From an optimization exercise on the open Yosys and OpenROAD flow, aimed at small area; shortcuts taken in it are not production practice. At most, simulation tests tie the RTL to the original design; equivalence was not proved. Power is estimated from default activity; no workload was simulated.

== run 1 ==
Design top_coldstorage, start of the top module:
module top_coldstorage(
  input         clk,           
  input         rst_n,         
  output reg    led_fan,       
  output reg    led_hum,       
  input         sda_lcd_in,
  output        sda_lcd_oe,
  output reg    scl_lcd,
  input         rx,
  output reg    tx
);
  reg        dht_en;
  reg [21:0] dcnt;
  reg [2:0]  k;
  always @(posedge clk or negedge rst_n) begin
    if (!rst_n) begin
      dcnt <= 22'd0;
      k    <= 3'd0;
    end else if (dht_en) begin
      if (dcnt == 22'd3000000) begin
        dcnt <= 22'd0;
        k    <= (k == 3'd5) ? 3'd0 : k + 3'd1;
      end else begin
        dcnt <= dcnt + 22'd1;
      end
    end
  end
  function [2:0] t6;
    input [2:0] kk;
    t6 = (kk >= 3'd3) ? kk - 3'd3 : kk + 3'd3;
  endfunction
  reg        rx_busy, rx_done;
  reg [6:0]  rcc;
  reg [3:0]  rbi;
  reg [7:0]  rsr;                
  wire rx_sample = rx_busy && (rcc == 7'd103);
  always @(posedge clk or negedge rst_n) begin
    if (!rst_n) begin
      rx_busy <= 1'b0;
      rcc     <= 7'd0;
      rbi     <= 4'd0;
      rx_done <= 1'b0;
    end else begin
      if (!rx_busy && !rx) begin
        rx_busy <= 1'b1;
        rx_done <= 1'b0;
        rcc     <= 7'd52;
        rbi     <= 4'd0;
      end
      if (rx_busy) begin
        if (!rx_sample) begin
          rcc <= rcc + 7'd1;
        end else begin
          rcc <= 7'd0;
          rbi <= rbi + 4'd1;
          if (rbi == 4'd9) begin
            rx_busy <= 1'b0;
            rx_done <= rx;
          end
        end
      end else if (rx_done) begin
        rx_done <= 1'b0;
      end
    end
  end
  always @(posedge clk) begin
    if (rx_sample && rbi != 4'd0 && rbi != 4'd9)
      rsr <= {rx, rsr[7:1]};
  end
  reg [2:0] rs;
  reg       cmd_pulse;           
  reg [2:0] c_cmd;
  reg [3:0] c_v0, c_v1;
  wire rd_cmd   = (rsr == 8'h41) || (rsr == 8'h42) || (rsr == 8'h43) ||
                  (rsr == 8'h44) || (rsr == 8'h4C);
  wire rd_digit = (rsr >= 8'h30) && (rsr <= 8'h39);
  wire rd_v0    = rd_digit || (rsr == 8'h2D);
  wire rd_colon = (rsr == 8'h3A);
  wire rd_end   = (rsr == 8'h0A) || (rsr == 8'h2A) || (rsr == 8'h2F);
  always @(posedge clk or negedge rst_n) begin
    if (!rst_n) begin
      rs        <= 3'd0;
      cmd_pulse <= 1'b0;
    end else begin
      cmd_pulse <= 1'b0;
      if (rx_done) begin
        case (rs)
  ...
For scale: about 9 I/O pins.
==> flow/config.mk <==
export PLATFORM = sky130hd
export DESIGN_NAME = top_coldstorage
export DESIGN_NICKNAME = top_coldstorage
export VERILOG_FILES = /design/flow/design.v
export SDC_FILE = /design/flow/constraint.sdc
export NUM_CORES = 4
export LEC_CHECK = 0
export ABC_AREA = 1
export CAP_MARGIN = 20
export CORE_MARGIN = 2
export CORE_UTILIZATION = 40
export SLEW_MARGIN = 20
==> flow/constraint.sdc <==
create_clock -name core_clock -period 10.0 [get_ports {clk}]
set_input_delay 2.0000 -clock core_clock [delete_from_list [all_inputs] [get_ports {clk}]]
set_output_delay 2.0000 -clock core_clock [all_outputs]
set_load 0.01 [all_outputs]
run.sh (not shown) runs the stock make flow with config.mk's settings and CLKGATE_MAP_FILE= SYNTH_SCRIPT=/design/flow/synth_recipe.tcl, a recipe that flattens the netlist after the stock synthesis.
Run 1 went all the way through the flow, and no timing, DRC or antenna check failed.
--- input diff run 1..run 2 ---
- CTS_BUF_LIST now sky130_fd_sc_hd__clkbuf_8, previously not set
- ABC_AREA no longer set, was 1
- CORE_UTILIZATION now 75, was 40
### Flow results
Going from run 1 to run 2, number of signal-net buffers in the layout rose by 2, global placement routability congestion rose by 0.092, worst setup slack fell by 0.25 ns, initial detailed-routing violation count rose by about 50%. Run 2: synthesis-to-layout area growth lower than run 1. Taking run 1 as the reference, in run 2 register-to-register slack lost 0.37 ns; final routed wirelength across all metal layers shows a reduction of 2600 um. | number of placement rows | higher: run 1 |. Maximum vdd drop (run 1 / run 2): 1.05.
diff inputs: run 2 => run 3
- CORE_UTILIZATION now 40, was 75
- CTS_BUF_LIST no longer set, was sky130_fd_sc_hd__clkbuf_8
Notes after the runs:
Looking at the reports, run 3 completed the entire flow and the layout it produced met the timing, design-rule and antenna checks. Run 2 | stages: all done | timing, DRC, antenna: all pass. Data required time at the worst endpoint in run 3 is 0.05 ns lower than in run 2. Higher clock period minus worst slack goes to run 2 over run 3. For share of total power in combinational logic, run 2 and run 3 come out practically identical. Looking at die area across run 3 and run 2, the one that comes out higher is run 3. Vias: run 3 fewer than run 2. Per the comparison of run 3 with run 2, fraction of power consumed by the clock network picked up an extra 7.4 points; fmax increased 9.7 MHz; wire length saw an increase; power density of the placed cells went up 10%; total power went up by 0.19 mW. The worst hold slack reported for run 3 is smaller than that of run 2 by 0.0041 ns.

---

## raven
top_coldstorage, a different RTL version from the one above (not shown whole).
For scale: about 1,100 cells after synthesis, ~190 flip-flops, ~9 I/O pins.
==> flow/design.v (excerpt) <==
module top_coldstorage(clk, rst_n, led_fan, led_hum, sda_lcd_in, sda_lcd_oe, scl_lcd, rx, tx);
clock: 10.0 ns
lec_check: 0
abc_area: 1
cap_margin: 20
core_margin: 2
core_utilization: 80
cts_buf_list: sky130_fd_sc_hd__clkbuf_8
place_density: 0.85
slew_margin: 20
standard.sh (not shown) runs the stock make flow with config.mk's settings and CLKGATE_MAP_FILE= SYNTH_SCRIPT=/design/flow/synth_recipe.tcl, a recipe that flattens the netlist after the stock synthesis.
==> flow/flow/run.sh <==
#!/bin/bash
# Own layout flow: the standard flow (standard synthesis, floorplan, power
# grid, placement, routing, finish) with clock-tree synthesis run without
# dummy loads, so the clock tree holds only the buffers that drive the flops.
set -euo pipefail
bash standard.sh \
  "CTS_ARGS=-sink_clustering_enable -repair_clock_nets -dont_use_dummy_load -buf_list sky130_fd_sc_hd__clkbuf_8" \
  finish > flow_standard.log 2>&1
--- input diff raven..ember ---
==> flow/run.sh (new file) <==
#!/bin/bash
# synth_recipe.tcl (not shown) runs the flow's synth.tcl, then flattens the netlist and writes it again
# the make line also repeats each setting of config.mk as NAME=value (left out here)
make -C /OpenROAD-flow-scripts/flow DESIGN_CONFIG=/design/flow/config.mk WORK_HOME=/design/flow/orfs CLKGATE_MAP_FILE= SYNTH_SCRIPT=/design/flow/synth_recipe.tcl finish
removed: flow/flow/run.sh
removed: flow/standard.sh
Findings:
Compared with raven, met1 layer wirelength in the final routing in ember increased by a few percent.
Slew at the pin closest to its max-slew limit was higher in the run labelled ember.
Diff raven -> ember | routed wire length | up by a little under 10%
ember against raven: post-layout instance area saw an increase; stage delay of the slowest cell on the critical path shows no meaningful change; internal power up 6.2%; part of the power in registers decreased 4.8 points.
Diff raven -> ember | cell count | up slightly
Fmax | ember vs raven | ember slower
Function was not checked in any run of this note: the RTL went through the layout flow alone.

---

top_coldstorage, a different RTL version from the one above (not shown whole).
Size: ~900 cells after synthesis, roughly 180 flip-flops, ~8500 µm² of cells after synthesis.
## top_coldstorage
module top_coldstorage(clk, rst_n, led_fan, led_hum, sda_lcd_in, sda_lcd_oe, scl_lcd, rx, tx);
  input clk;
  wire clk;
  input rst_n;
  wire rst_n;
  output led_fan;
  reg led_fan;
  output led_hum;
  reg led_hum;
  input sda_lcd_in;
  wire sda_lcd_in;
  output sda_lcd_oe;
  wire sda_lcd_oe;
  output scl_lcd;
  reg scl_lcd;
  input rx;
  wire rx;
  output tx;
  reg tx;
  wire [5:0] _0000_;
  wire _0001_;
  wire [4:0] _0002_;
  wire [18:0] _0003_;
  wire _0004_;
  wire _0005_;
  wire _0006_;
  wire _0007_;
  wire _0008_;
  wire _0009_;
  wire _0010_;
  wire _0011_;
  wire _0012_;
  wire _0013_;
  wire _0014_;
  wire _0015_;
  wire _0016_;
  wire _0017_;
  wire _0018_;
  wire _0019_;
  wire _0020_;
  wire _0021_;
  wire _0022_;
  wire _0023_;
  wire _0024_;
  wire _0025_;
  wire _0026_;
  wire _0027_;
  wire _0028_;
  wire _0029_;
  wire _0030_;
  wire _0031_;
  wire _0032_;
  wire _0033_;
  wire _0034_;
  wire _0035_;
  wire _0036_;
  wire _0037_;
  wire _0038_;
  wire _0039_;
  wire _0040_;
  wire _0041_;
  wire _0042_;
  wire _0043_;
  wire _0044_;
  wire _0045_;
  wire _0046_;
  wire _0047_;
  wire _0048_;
  wire _0049_;
  wire _0050_;
  wire _0051_;
  wire _0052_;
  wire _0053_;
  wire _0054_;
  wire _0055_;
  wire _0056_;
  wire _0057_;
  wire _0058_;
  wire _0059_;
  wire _0060_;
  wire _0061_;
  wire _0062_;
  wire _0063_;
  wire _0064_;
  wire _0065_;
  wire _0066_;
  wire _0067_;
  wire _0068_;
  wire _0069_;
  wire _0070_;
  ...
==> flow/config.mk <==
export PLATFORM = sky130hd
export DESIGN_NAME = top_coldstorage
export DESIGN_NICKNAME = top_coldstorage
export VERILOG_FILES = /design/flow/design.v
export SDC_FILE = /design/flow/constraint.sdc
export NUM_CORES = 4
export LEC_CHECK = 0
export ABC_AREA = 1
export CAP_MARGIN = 20
export CORE_MARGIN = 2
export CORE_UTILIZATION = 80
export CTS_BUF_LIST = sky130_fd_sc_hd__clkbuf_8
export PLACE_DENSITY = 0.85
export SLEW_MARGIN = 20
==> flow/constraint.sdc <==
create_clock -name core_clock -period 10.0 [get_ports {clk}]
set_input_delay 2.0000 -clock core_clock [delete_from_list [all_inputs] [get_ports {clk}]]
set_output_delay 2.0000 -clock core_clock [all_outputs]
set_load 0.01 [all_outputs]
==> flow/flow/run.sh <==
#!/bin/bash
# Own layout flow: the standard flow (standard.sh: the standard synthesis,
# floorplan, power grid, placement, CTS, routing and finish) with two changes:
#  * the synthesis maps the combinational logic with an area-only ABC script
#    (abc_area.script beside this file, used through a copy of ORFS's scripts
#    folder; flip-flops are mapped by Yosys before ABC runs, so the registers,
#    their names and cell types are those of the standard synthesis);
#  * clock-tree synthesis runs without dummy loads.
# Each tool's output goes to flow_standard.log in the work folder.
set -euo pipefail
cd "$(dirname "$0")/.."
rm -rf scripts_area
cp -r "$FLOW_HOME/scripts" scripts_area
cp flow/abc_area.script scripts_area/abc_area.script
bash standard.sh \
  "SCRIPTS_DIR=$PWD/scripts_area" \
  "CTS_ARGS=-sink_clustering_enable -repair_clock_nets -dont_use_dummy_load -buf_list sky130_fd_sc_hd__clkbuf_8 -sink_clustering_size 30 -sink_clustering_max_diameter 80" \
  finish > flow_standard.log 2>&1
==> flow/flow/abc_area.script <==
strash
dch -f
amap
topo
The starting point went through all stages and came out clean.
==> next run, changes <==
--- a/flow/flow/run.sh
+++ b/flow/flow/run.sh
@@ -16,3 +16,3 @@
   "SCRIPTS_DIR=$PWD/scripts_area" \
-  "CTS_ARGS=-sink_clustering_enable -repair_clock_nets -dont_use_dummy_load -buf_list sky130_fd_sc_hd__clkbuf_8 -sink_clustering_size 30 -sink_clustering_max_diameter 80" \
+  "CTS_ARGS=-sink_clustering_enable -repair_clock_nets -dont_use_dummy_load -buf_list sky130_fd_sc_hd__clkbuf_8" \
   finish > flow_standard.log 2>&1
Outcome: Clock skew does not change. Combinational power is about the same. Routed wire length does not change.

## re-timing with driven ports
The results above use ideal ports. As a check the final layouts listed here were re-extracted and re-timed, cells and wires unchanged. Step 1 assumes that a clkbuf_16 drives the clock port and a buf_2 every other input. Step 2 also shifts input and output timing later by t, the mid clock arrival at the registers, as if the neighbouring blocks saw the same clock. Slacks: ideal / step 1 / step 2; pairs: ideal / step 1.
run	t, ns	setup WS [ns]	latest minus earliest clock arrival (ns)	worst slew at a driven data input, ns
run 1	0.485	6.394 / 6.345 / 6.487	0.013 / 0.013	0.04
run 2	0.506	6.147 / 6.147 / 6.147	0.018 / 0.017	0.04
run 3	0.480	6.286 / 6.286 / 6.286	0.016 / 0.016	0.05
raven	0.496	6.382 / 6.345 / 6.842	0.032 / 0.033	0.03
ember	0.510	6.347 / 6.306 / 6.816	0.021 / 0.022	0.03
the first run of note 3	0.483	6.324 / 6.286 / 6.491	0.024 / 0.024	0.03
the second run of note 3	0.483	6.324 / 6.286 / 6.491	0.024 / 0.024	0.03
After both steps every run listed still meets setup and hold. Setup slack includes reset recovery checks.
